This is an optimization exercise on Yosys and OpenROAD, whose aim is small area, a short achievable clock period and few clock cycles, not a production implementation.
The RTL was checked by simulation tests, not by an equivalence proof against the original design.
Power figures rest on the tool's default switching activity, not on a simulated workload.

## accelerator
module accelerator(
input clk,
input reset_n,
output SDRAM_readn,
output SDRAM_writen,
output SDRAM_chipselect,
input SDRAM_waitrequest,
output [31:0] SDRAM_address,
output [1:0] SDRAM_byteenable,
input SDRAM_readdatavalid,
input [15:0] SDRAM_readdata,
output [15:0] SDRAM_writedata,
input start,
output done
);
Size in the first run: ~2300 cells after synthesis, about 430 flip-flops, roughly 75 I/O pins, about 22000 um2 of cells after synthesis.
export LEC_CHECK = 0
export ABC_AREA = 1
export ABC_CLOCK_PERIOD_IN_PS = 2500
export CAP_MARGIN = 5
export CORE_MARGIN = 2
export CORE_UTILIZATION = 60
export CTS_BUF_LIST = sky130_fd_sc_hd__clkbuf_8
export CTS_CLUSTER_DIAMETER = 60
export CTS_CLUSTER_SIZE = 16
export PLACE_DENSITY = 0.75
export SETUP_SLACK_MARGIN = 4.7
export SLEW_MARGIN = 5
export TNS_END_PERCENT = 20
create_clock -name core_clock -period 7.5 [get_ports {clk}]
run.sh (not shown) runs the stock make flow with config.mk's settings and CLKGATE_MAP_FILE= SYNTH_SCRIPT=/design/flow/synth_recipe.tcl, a recipe that flattens the netlist after the stock synthesis.
Testbench counts at the start, summed over its fixed seeds: cycles 376,972.
==> next run, changes <==
TNS_END_PERCENT = 50   (was 20)
What happened: Routed wire length is about the same. Area after synthesis stays the same. Total power hardly moves. Combinational power hardly moves. Cell area stays flat. Global-route usage is unchanged. Critical path depth stays the same. Die area is unchanged. Utilization hardly moves.
==> next run, changes <==
CTS_CLUSTER_DIAMETER = 70   (was 60)
CTS_CLUSTER_SIZE = 18   (was 16)
TNS_END_PERCENT = default   (was 50)
Non-clock buffer count went down by 9.
Combinational power hardly moves.
Hold slack got worse by 0.011 ns.
Power is about the same.
Worst setup slack hardly moves.
Clock power is about the same.
Final area is lower slightly.
Fmax stays flat.
Via count is about the same.

* * *

The RTL this note starts from:
==> flow/design.v <==
module nn_ctr(
	input clk,
	input init,
	input step,
	output reg lay,         
	output reg bf,          
	output reg df,          
	output reg bp,          
	output reg [1:0] r,     
	output reg [1:0] j,     
	output reg [5:0] k,     
	output reg [6:0] n,     
	output reg nl,          
	output reg fin,         
	output lay_last,        
	output all_last         
);
	wire wph = !bf && !df;
	wire k_last = lay ? (k == 6'd49) : (k == 6'd48);
	wire n_last = lay ? (n == 7'd99) : (n == 7'd49);
	assign lay_last = nl && n_last && !lay;
	assign all_last = nl && n_last && lay;
	always @(posedge clk) begin
		if (init) begin
			lay <= 1'b0; bf <= 1'b0; df <= 1'b1; bp <= 1'b1; r <= 2'd0; j <= 2'd0;
			k <= 6'd0; n <= 7'd0; nl <= 1'b0; fin <= 1'b0;
		end else if (step) begin
			r <= r + 2'd1;
			nl <= wph && (r == 2'd2) && (lay || j == 2'd3) && k_last;
			if (r == 2'd3) begin
				if (df) begin
					df <= 1'b0;
					bf <= bp;
				end else if (bf) begin
					bf <= 1'b0;
					bp <= 1'b0;
				end else if (lay || j == 2'd3) begin
					j <= 2'd0;
					df <= 1'b1;
					if (k_last) begin
						k <= 6'd0;
						bp <= 1'b1;
						n <= n + 7'd1;
						if (n_last) begin
							if (!lay) lay <= 1'b1;
							else fin <= 1'b1;
						end
					end else
						k <= k + 6'd1;
				end else
					j <= j + 2'd1;
			end
		end
	end
endmodule
module accelerator(
input clk,
input reset_n,
output SDRAM_readn,
output SDRAM_writen,
output SDRAM_chipselect,
input SDRAM_waitrequest,
output [31:0] SDRAM_address,
output [1:0] SDRAM_byteenable,
input SDRAM_readdatavalid,
input [15:0] SDRAM_readdata,
output [15:0] SDRAM_writedata,
input start,
output done
);
assign SDRAM_chipselect = 1'b1;
assign SDRAM_byteenable = 2'b11;
localparam [16:0] B1_W = 17'd20000;
localparam [16:0] W1_W = 17'd20400;
localparam [16:0] Z1_W = 17'd71600;
localparam [16:0] Z2_W = 17'd91600;
localparam S_IDLE = 2'd0;
localparam S_RUN  = 2'd1;    
localparam S_END  = 2'd2;    
localparam S_DONE = 2'd3;
reg [1:0] st;
reg done_r;
reg o_rd, o_wr;
reg [16:0] o_addr;
reg [3:0] o_wd;
assign SDRAM_readn = ~o_rd;
assign SDRAM_writen = ~o_wr;
assign SDRAM_address = {14'd0, o_addr, 1'b0};
assign SDRAM_writedata = {3'd0, o_wd[3], 3'd0, o_wd[2], 3'd0, o_wd[1], 3'd0, o_wd[0]};
assign done = done_r;
wire idle = (st == S_IDLE);
wire adv = !(o_rd || o_wr) || !SDRAM_waitrequest;
reg rv_q;
reg [15:0] rd_q;
always @(posedge clk) begin
	rv_q <= SDRAM_readdatavalid;
	rd_q <= SDRAM_readdata;
end
reg wpend;             
reg wq;                
wire rd_ok = !wpend && (st == S_RUN) && !(s_bf && wq);
wire issue_wr = adv && wpend;
wire issue_rd = adv && rd_ok;
wire s_lay, s_bf, s_df, s_bp, s_nl, s_fin;
wire [1:0] s_r, s_j;
wire [5:0] s_k;
wire [6:0] s_n;
wire s_lay_last, s_all_last;
nn_ctr u_sctr(.clk(clk), .init(idle), .step(issue_rd),
	.lay(s_lay), .bf(s_bf), .df(s_df), .bp(s_bp), .r(s_r), .j(s_j), .k(s_k), .n(s_n), .nl(s_nl), .fin(s_fin),
	.lay_last(s_lay_last), .all_last(s_all_last));
wire p_lay, p_bf, p_df, p_bp, p_nl, p_fin;
wire [1:0] p_r, p_j;
wire [5:0] p_k;
wire [6:0] p_n;
wire p_lay_last, p_all_last;
nn_ctr u_pctr(.clk(clk), .init(idle), .step(rv_q),
	.lay(p_lay), .bf(p_bf), .df(p_df), .bp(p_bp), .r(p_r), .j(p_j), .k(p_k), .n(p_n), .nl(p_nl), .fin(p_fin),
	.lay_last(p_lay_last), .all_last(p_all_last));
reg [3:0] wi;          
reg w_lay;
reg [16:0] a_base;
reg [8:0] a_off;
always @(*) begin
	if (wpend) begin
		if (!w_lay) begin
			case (wi[1:0])
			2'd0: a_base = Z1_W - 17'd1;
			2'd1: a_base = Z1_W - 17'd1 + 17'd50;
			2'd2: a_base = Z1_W - 17'd1 + 17'd100;
			default: a_base = Z1_W - 17'd1 + 17'd150;
			endcase
			a_off = {2'd0, p_n};
		end else begin
			case (wi[3:2])
			2'd0: a_base = Z2_W - 17'd204;
			2'd1: a_base = Z2_W - 17'd204 + 17'd200;
			2'd2: a_base = Z2_W - 17'd204 + 17'd400;
			default: a_base = Z2_W - 17'd204 + 17'd600;
			endcase
			a_off = {p_n, wi[1:0]};
		end
	end else if (s_bf) begin
		a_base = B1_W;
		a_off = {s_n, s_r};
	end else if (!s_lay) begin
		case (s_r)
		2'd0: a_base = 17'd0;
		2'd1: a_base = 17'd49;
		2'd2: a_base = 17'd98;
		default: a_base = 17'd147;
		endcase
		a_off = {3'd0, s_k};
	end else begin
		case (s_r)
		2'd0: a_base = Z1_W;
		2'd1: a_base = Z1_W + 17'd50;
		2'd2: a_base = Z1_W + 17'd100;
		default: a_base = Z1_W + 17'd150;
		endcase
		a_off = {3'd0, s_k};
	end
end
wire [16:0] a_sum = a_base + a_off;
wire s_isw = !s_bf && !s_df;
reg [16:0] s_w;        
reg [16:0] s_wstep;
always @(*) begin
	if (s_nl)
		s_wstep = 17'd1;
	else if (s_r != 2'd3)
		s_wstep = s_lay ? 17'd50 : 17'd196;
	else
		s_wstep = s_lay ? (17'd1 - 17'd150) : (17'd1 - 17'd588);
end
always @(posedge clk) begin
	if (idle)
		s_w <= W1_W;
	else if (issue_rd && s_isw)
		s_w <= s_w + s_wstep;
end
reg [15:0] img [0:3];
reg signed [14:0] acc0 [0:3];
reg signed [14:0] acc1 [0:3];
reg signed [14:0] acc2 [0:3];
reg signed [14:0] acc3 [0:3];
wire signed [14:0] bclamp = (rd_q[15:13] == 3'b000 || rd_q[15:13] == 3'b111) ? rd_q[14:0] :
                            (rd_q[15] ? 15'h6000 : 15'h1fff);
wire [3:0] zor = {|rd_q[15:12], |rd_q[11:8], |rd_q[7:4], |rd_q[3:0]};
function signed [5:0] wsum;
	input [15:0] w;
	input [3:0] m;
	reg signed [5:0] t0, t1, t2, t3;
	begin
		t0 = m[0] ? {{2{w[3]}},  w[3:0]}   : 6'sd0;
		t1 = m[1] ? {{2{w[7]}},  w[7:4]}   : 6'sd0;
		t2 = m[2] ? {{2{w[11]}}, w[11:8]}  : 6'sd0;
		t3 = m[3] ? {{2{w[15]}}, w[15:12]} : 6'sd0;
		wsum = (t0 + t1) + (t2 + t3);
	end
endfunction
reg q_v;
reg signed [5:0] q_d [0:3];
wire ld_b = rv_q && p_bf;
reg e0;         
integer i;
always @(posedge clk) begin
	q_v <= rv_q && !p_df && !p_bf;
	for (i = 0; i < 4; i = i + 1)
		q_d[i] <= wsum(rd_q, img[i][3:0]);
	for (i = 0; i < 4; i = i + 1)
		if (rv_q && p_df && p_r == i)
			img[i] <= {rd_q[15:4], p_lay ? zor : rd_q[3:0]};
		else if (rv_q && !p_df && !p_bf && p_r == 2'd3)
			img[i] <= {rd_q[15:12], img[i][15:4]};
	if (q_v || ld_b)
		for (i = 0; i < 4; i = i + 1) begin
			acc0[i] <= acc1[i];
			acc1[i] <= acc2[i];
			acc2[i] <= acc3[i];
			acc3[i] <= ld_b ? bclamp : acc0[i] + q_d[i];
		end
end
wire [3:0] res [0:3];
genvar gi;
generate for (gi = 0; gi < 4; gi = gi + 1) begin : g_res
	assign res[gi] = {~acc3[gi][14], ~acc2[gi][14], ~acc1[gi][14], ~acc0[gi][14]};
end endgenerate
wire w_last = w_lay ? (wi == 4'd15) : (wi[1:0] == 2'd3);
always @(posedge clk) begin
	if (!reset_n) begin
		st <= S_IDLE;
		done_r <= 1'b0;
		o_rd <= 1'b0;
		o_wr <= 1'b0;
		e0 <= 1'b0;
		wpend <= 1'b0;
		wq <= 1'b0;
	end else begin
		e0 <= rv_q && p_nl && !idle;
		case (st)
		S_IDLE: if (start) st <= S_RUN;
		S_RUN:  if (issue_rd && s_all_last) st <= S_END;
		S_END:  if (!wq && !o_wr) begin st <= S_DONE; done_r <= 1'b1; end
		S_DONE: if (!start) begin st <= S_IDLE; done_r <= 1'b0; end
		default: st <= S_IDLE;
		endcase
		if (adv) begin
			o_wr <= wpend;
			o_rd <= rd_ok;
		end
		if (issue_wr && w_last) begin
			wpend <= 1'b0;
			wq <= 1'b0;
		end else begin
			if (e0)
				wpend <= 1'b1;
			if (issue_rd && s_nl)
				wq <= 1'b1;
		end
	end
end
always @(posedge clk) begin
	if (adv) begin
		o_addr <= (!wpend && s_isw) ? s_w : a_sum;
		o_wd <= w_lay ? {3'd0, res[wi[3:2]][wi[1:0]]} : res[wi[1:0]];
	end
	if (idle) begin
		wi <= 4'd0;
		w_lay <= 1'b0;
	end else if (issue_wr) begin
		if (w_last) begin
			wi <= 4'd0;
			w_lay <= p_lay;
		end else
			wi <= wi + 4'd1;
	end
end
endmodule
make LEC_CHECK=0 ABC_AREA=1 ABC_CLOCK_PERIOD_IN_PS=2500 CAP_MARGIN=5 CORE_MARGIN=2 CORE_UTILIZATION=60 CTS_BUF_LIST=sky130_fd_sc_hd__clkbuf_8 CTS_CLUSTER_DIAMETER=60 CTS_CLUSTER_SIZE=16 PLACE_DENSITY=0.75 SETUP_SLACK_MARGIN=4.7 SLEW_MARGIN=5 finish   # period 7.5 ns
Testbench counts at the start, summed over its fixed seeds: cycles 376,972.
Rerun with:
- SETUP_SLACK_MARGIN: 4.7 -> 4.6
What happened: The changed run finished clean. Wire length came out lower by 1.5%. First-iteration DRC count came out higher by 3.1%. Core utilization came out lower by 0.36 points. Worst hold slack improves by 0.0032 ns. Flip-flop and latch count is unchanged. Cell area came out lower by about 0.53%. Via count came out lower by about 0.37%. Sequential share of layout area came out higher by 0.24 points. Count of clock-buffer cells in the layout came out higher by 1. Setup slack degrades by 0.065 ns. Die area stays the same.
Rerun with:
- SETUP_SLACK_MARGIN: 4.6 -> 4.8
Outcome: The new run finished clean; hold slack is better by 0.0041 ns; register-to-register slack gains 0.07 ns; cell area rose by 1.3%; routed wire length goes up by 1.5%; sequential share of layout area decreases by 0.55 points; clock skew hardly moves; global-route usage shrinks by 0.16 points.

[separate check: timing with driven ports]
Ports are ideal in the flow. The routed layouts listed here were re-timed in OpenROAD.
Step 1, drivers: a clkbuf_16 drives clk and a buf_2 each remaining input, both assumed.
Step 2 moves the port delays by t, midway between the first and last clock arrival at a register: inputs arrive t later, outputs are due t later. That takes back most of the time a late clock gives input paths.
Slacks: no drivers / after step 1 / after step 2; pairs: no drivers / after step 1.
run	t, ns	setup slack, ns	cell pins on the clock port's net
the first run of note 1	0.667	4.664 / 4.614 / 4.190	1
the second run of note 1	0.667	4.679 / 4.629 / 4.198	1
the third run of note 1	0.660	4.676 / 4.676 / 4.209	1
the first run of note 2	0.654	4.737 / 4.684 / 4.186	1
the second run of note 2	0.670	4.671 / 4.620 / 4.060	1
the third run of note 2	0.636	4.761 / 4.737 / 4.241	1
After both steps setup and hold are still met in every run listed. For the second run of note 2, which loses most, drivers alone change the setup slack by -0.051 ns; drivers and shift together by -0.611 ns.
